This is an optimization exercise on Yosys and OpenROAD, whose aim is small area, a short achievable clock period and few clock cycles, not a production implementation. Function was checked by simulation only, so behaviour that the tests miss may differ from the original. No activity file was given, so power comes from the tool's default toggle rates.

==> v2 <==
Design kianv_core, start of the top module:
module kianv_core (
    input  wire        clk,
    input  wire        resetn,
    output wire        mem_valid,
    input  wire        mem_ready,
    output wire [ 3:0] mem_wstrb,
    output wire [31:0] mem_addr,
    output wire [31:0] mem_wdata,
    input  wire [31:0] mem_rdata
);
clock: 12.0 ns
lec_check: 0
cap_margin: 20
cell_pad_in_sites_detail_placement: 1
cell_pad_in_sites_global_placement: 2
core_margin: 2
core_utilization: 40
cts_cluster_diameter: 100
cts_cluster_size: 20
place_density: 0.55
slew_margin: 20
standard.sh (not shown) runs the stock make flow with config.mk's settings and CLKGATE_MAP_FILE= SYNTH_SCRIPT=/design/flow/synth_recipe.tcl, a recipe that flattens the netlist after the stock synthesis.
==> flow/flow/run.sh <==
#!/bin/bash
set -euo pipefail
W=$(pwd)
cp config.mk config_own.mk
echo "export SETUP_SLACK_MARGIN = 7.5" >> config_own.mk
sed "s#DESIGN_CONFIG=[^ ]*#DESIGN_CONFIG=$W/config_own.mk#" standard.sh > standard_own.sh
grep -q "config_own.mk" standard_own.sh
bash standard_own.sh synth > synth.log 2>&1
bash standard_own.sh > layout.log 2>&1
==> v7 (differences from v2) <==
==> flow/design.v (replaced) <==
module kianv_core (
    input  wire        clk,
    input  wire        resetn,
    output wire        mem_valid,
    input  wire        mem_ready,
    output wire [ 3:0] mem_wstrb,
    output wire [31:0] mem_addr,
    output wire [31:0] mem_wdata,
    input  wire [31:0] mem_rdata
);
  reg st_fetch, st_exec, st_mem;
  reg mispred;   
  reg [31:2] fa;   
  reg [31:2] pc4;   
  reg [31:0] imm;   
  reg        alt;   
  reg        use_b;   
  reg        do_sub;   
  reg        r_add, r_sll, r_slt, r_sltu, r_xor, r_sr, r_or, r_and;   
  reg        r_imm, r_fa, r_pc4;   
  reg        x_wr;   
  reg        x_br;   
  reg        x_tgt;   
  reg        x_jalr;   
  reg        x_mem;   
  reg        br_eq, br_lt, br_ltu, br_inv;   
  reg [4:0] rd;
  reg [2:0] f3;
  reg       is_store, ld_rd;
  reg [31:0] ra, rb;   
  reg  [31:0] x       [1:31];
  wire        rf_we;
  wire [31:0] rf_wd;
  genvar gi;
  generate
    for (gi = 1; gi < 32; gi = gi + 1) begin : g_rf
      always @(posedge clk) if (rf_we && rd == gi) x[gi] <= rf_wd;
    end
  endgenerate
  wire [ 4:0] rs1 = mem_rdata[19:15];
  wire [ 4:0] rs2 = mem_rdata[24:20];
  wire [31:0] rs1v = (rs1 == 5'd0) ? 32'd0 : x[rs1];
  wire [31:0] rs2v = (rs2 == 5'd0) ? 32'd0 : x[rs2];
  wire [31:0] i = mem_rdata;
  wire [ 4:0] opc = i[6:2];
  wire d_lui = opc == 5'b01101;
  wire d_auipc = opc == 5'b00101;
  wire d_jal = opc == 5'b11011;
  wire d_jalr = opc == 5'b11001;
  wire d_br = opc == 5'b11000;
  wire d_load = opc == 5'b00000;
  wire d_store = opc == 5'b01000;
  wire d_opimm = opc == 5'b00100;
  wire d_op = opc == 5'b01100;
  wire d_alu = d_op | d_opimm;
  wire [2:0] d_f3 = i[14:12];
  wire d_rdnz = i[11:7] != 5'd0;
  wire go_exec = st_fetch & mem_ready & ~mispred;
  wire [31:2] d_immt = i[3] ? {{12{i[31]}}, i[19:12], i[20], i[30:22]} :
                       i[2] ? {i[31:12], 10'd0} :
                              {{20{i[31]}}, i[7], i[30:25], i[11:9]};
  always @(posedge clk) begin
    imm    <= d_lui ? {i[31:12], 12'd0} :
              d_store ? {{21{i[31]}}, i[30:25], i[11:7]} : {{21{i[31]}}, i[30:20]};
    alt    <= i[30];
    use_b  <= d_op | d_br;
    do_sub <= d_br | (d_alu & (d_f3 == 3'b010 || d_f3 == 3'b011)) | (d_op & i[30] & d_f3 == 3'b000);
    r_add  <= d_alu & (d_f3 == 3'b000);
    r_sll  <= d_alu & (d_f3 == 3'b001);
    r_slt  <= d_alu & (d_f3 == 3'b010);
    r_sltu <= d_alu & (d_f3 == 3'b011);
    r_xor  <= d_alu & (d_f3 == 3'b100);
    r_sr   <= d_alu & (d_f3 == 3'b101);
    r_or   <= d_alu & (d_f3 == 3'b110);
    r_and  <= d_alu & (d_f3 == 3'b111);
    r_imm  <= d_lui;
    r_fa   <= d_auipc;
    r_pc4  <= d_jal | d_jalr;
    br_eq  <= ~d_f3[2];
    br_lt  <= d_f3[2] & ~d_f3[1];
    br_ltu <= d_f3[2] & d_f3[1];
    br_inv <= d_f3[0];
    x_wr   <= go_exec & d_rdnz & (d_alu | d_lui | d_auipc | d_jal | d_jalr);
    x_br   <= go_exec & d_br;
    x_tgt  <= go_exec & (d_br | d_jal);
    x_jalr <= go_exec & d_jalr;
    x_mem  <= go_exec & (d_load | d_store);
  end
  always @(posedge clk) begin
    if (st_fetch) begin
      rd       <= i[11:7];
      f3       <= d_f3;
      is_store <= d_store;
      ld_rd    <= d_rdnz & d_load;
      rb       <= rs2v;
    end
  end
  wire [31:0] opb = use_b ? rb : imm;
  wire [32:0] sum = {1'b0, ra} + {1'b0, do_sub ? ~opb : opb} + {32'd0, do_sub};
  wire ltu = ~sum[32];
  wire lt = (ra[31] ^ opb[31]) ? ra[31] : sum[31];
  wire eq = sum[31:0] == 32'd0;
  reg [31:0] ra_rev, sr_rev;
  wire [31:0] sh_in = r_sll ? ra_rev : ra;
  wire [63:0] sh_ext = {{32{alt & r_sr & ra[31]}}, sh_in};
  wire [63:0] sh_out = sh_ext >> opb[4:0];
  wire [31:0] sr = sh_out[31:0];
  integer k;
  always @(*) begin
    for (k = 0; k < 32; k = k + 1) begin
      ra_rev[k] = ra[31-k];
      sr_rev[k] = sr[31-k];
    end
  end
  wire [31:0] result = ({32{r_add}} & sum[31:0]) |
                       ({32{r_sll}} & sr_rev) |
                       {31'd0, (r_slt & lt) | (r_sltu & ltu)} |
                       ({32{r_xor}} & (ra ^ opb)) |
                       ({32{r_sr}} & sr) |
                       ({32{r_or}} & (ra | opb)) |
                       ({32{r_and}} & (ra & opb)) |
                       ({32{r_imm}} & imm) |
                       ({32{r_fa}} & {fa, 2'b00}) |
                       ({32{r_pc4}} & {pc4, 2'b00});
  wire        cond = ((br_eq & eq) | (br_lt & lt) | (br_ltu & ltu)) ^ br_inv;
  wire [15:0] ld_h = ra[1] ? mem_rdata[31:16] : mem_rdata[15:0];
  wire [ 7:0] ld_b = ra[0] ? ld_h[15:8] : ld_h[7:0];
  wire [31:0] ld_val = f3[1] ? mem_rdata :
                       f3[0] ? {{16{~f3[2] & ld_h[15]}}, ld_h} :
                               {{24{~f3[2] & ld_b[7]}}, ld_b};
  assign rf_we = x_wr | (st_mem & mem_ready & ld_rd);
  assign rf_wd = st_mem ? ld_val : result;
  always @(posedge clk) begin
    if (!resetn) begin
      st_fetch <= 1'b1;
      st_exec  <= 1'b0;
      st_mem   <= 1'b0;
      mispred  <= 1'b0;
      fa       <= 30'd0;
    end else begin
      st_fetch <= (st_fetch & ~go_exec) | (st_exec & ~x_mem) | (st_mem & mem_ready);
      st_exec  <= go_exec;
      st_mem   <= (st_exec & x_mem) | (st_mem & ~mem_ready);
      if (st_exec) mispred <= x_br & ~cond;
      else if (st_fetch & mem_ready) mispred <= 1'b0;
      if (st_fetch & mem_ready) fa <= mispred ? pc4 : fa + d_immt;
      else if (st_exec) fa <= x_jalr ? sum[31:2] : x_tgt ? fa : pc4;
    end
  end
  always @(posedge clk) begin
    if (st_fetch & ~mispred) pc4 <= fa + 30'd1;
  end
  always @(posedge clk) begin
    if (st_fetch) ra <= rs1v;
    else if (st_exec) ra <= sum[31:0];
  end
  wire [3:0] strb = f3[1] ? 4'b1111 : f3[0] ? (ra[1] ? 4'b1100 : 4'b0011) : (4'b0001 << ra[1:0]);
  assign mem_valid = ~(x_mem | x_jalr);
  assign mem_addr  = {st_mem ? ra[31:2] : (st_exec & ~x_tgt) ? pc4 : fa, 2'b00};
  assign mem_wstrb = (st_mem & is_store) ? strb : 4'b0000;
  assign mem_wdata = f3[1] ? rb : f3[0] ? {2{rb[15:0]}} : {4{rb[7:0]}};
endmodule
Settings changed: CELL_PAD_IN_SITES_DETAIL_PLACEMENT 1 to unset, CELL_PAD_IN_SITES_GLOBAL_PLACEMENT 2 to unset, CTS_CLUSTER_DIAMETER 100 to unset, CTS_CLUSTER_SIZE 20 to unset, PLACE_DENSITY 0.55 to unset.
==> comparison table <==
|  | v7 | v2 |
|---|---|---|
| Status | finished clean | finished clean |
| Dpl ws | 5400 ps | 5370 ps |
| Clock buffer count from CTS | 131 | 73 |
| Iter 0 DRT Violations | 14.0k | 9853 |
| Final instance count without filler cells | 7280 | 7017 |
| Clock buffers | 165 | 115 |
| Area after DPL | 0.0634 mm² | 0.0632 mm² |
| Per-cell via count in the routed design | 7.85 | 7.61 |
| Number of flops mapped to enable cells by yosys | 1096 | 1067 |
| Resized Gates After CTS | 773 | 246 |
| Total wirelength of the detailed-routed design | 341 mm | 352 mm |
| Die outline area | 0.150 mm² | 0.150 mm² |
| Met2 routed wirelength | 129 mm | 151 mm |
| Overall via count from detail_route | 57.1k | 53.4k |
| Reported clock group power | 0.00399 W | 0.00277 W |
| DR pass1 iterations | 22 | 10 |
| Non-clock buffer area fraction after layout | 9.33% | 7.20% |
| Flop-to-flop setup slack | 7330 ps | 7470 ps |
| Final-layout clock-cell area share | 5.55% | 3.29% |
| Total routing usage reported by global routing | 43.5% | 45.5% |
| Critical Path RT | 12680 ps | 12630 ps |
Testbench counts of v2, summed over its fixed seeds: cycles 87,793.
Testbench counts of v7, summed over its fixed seeds: cycles 85,442.

==> afterwards: timing with drivers on the ports <==
No port has a modelled driver above. Below, the same layouts with a new extraction and two added sets of constraints.
Step 1 (the two cells are an assumption about what drives the block):
set clk [get_ports {clk}]
set_driving_cell -lib_cell sky130_fd_sc_hd__clkbuf_16 $clk
set_driving_cell -lib_cell sky130_fd_sc_hd__buf_2 [delete_from_list [all_inputs] $clk]
Step 2 also shifts input and output timing later by t, the mid clock arrival at the registers, as if the neighbouring blocks saw the same clock.
a / b / c = ideal ports / drivers / drivers and shift; a / b = the first two.
| run | t, ns | setup WS [ns] | latest minus earliest clock arrival (ns) |
|---|---|---|---|
| v2 | 0.803 | 7.373 / 7.402 / 6.598 | 0.051 / 0.051 |
| v7 | 0.879 | 7.097 / 7.096 / 6.262 | 0.051 / 0.051 |
After both steps every run listed still meets setup and hold. For v7, which loses most, drivers alone change the setup slack by -0.001 ns; drivers and shift together by -0.835 ns.
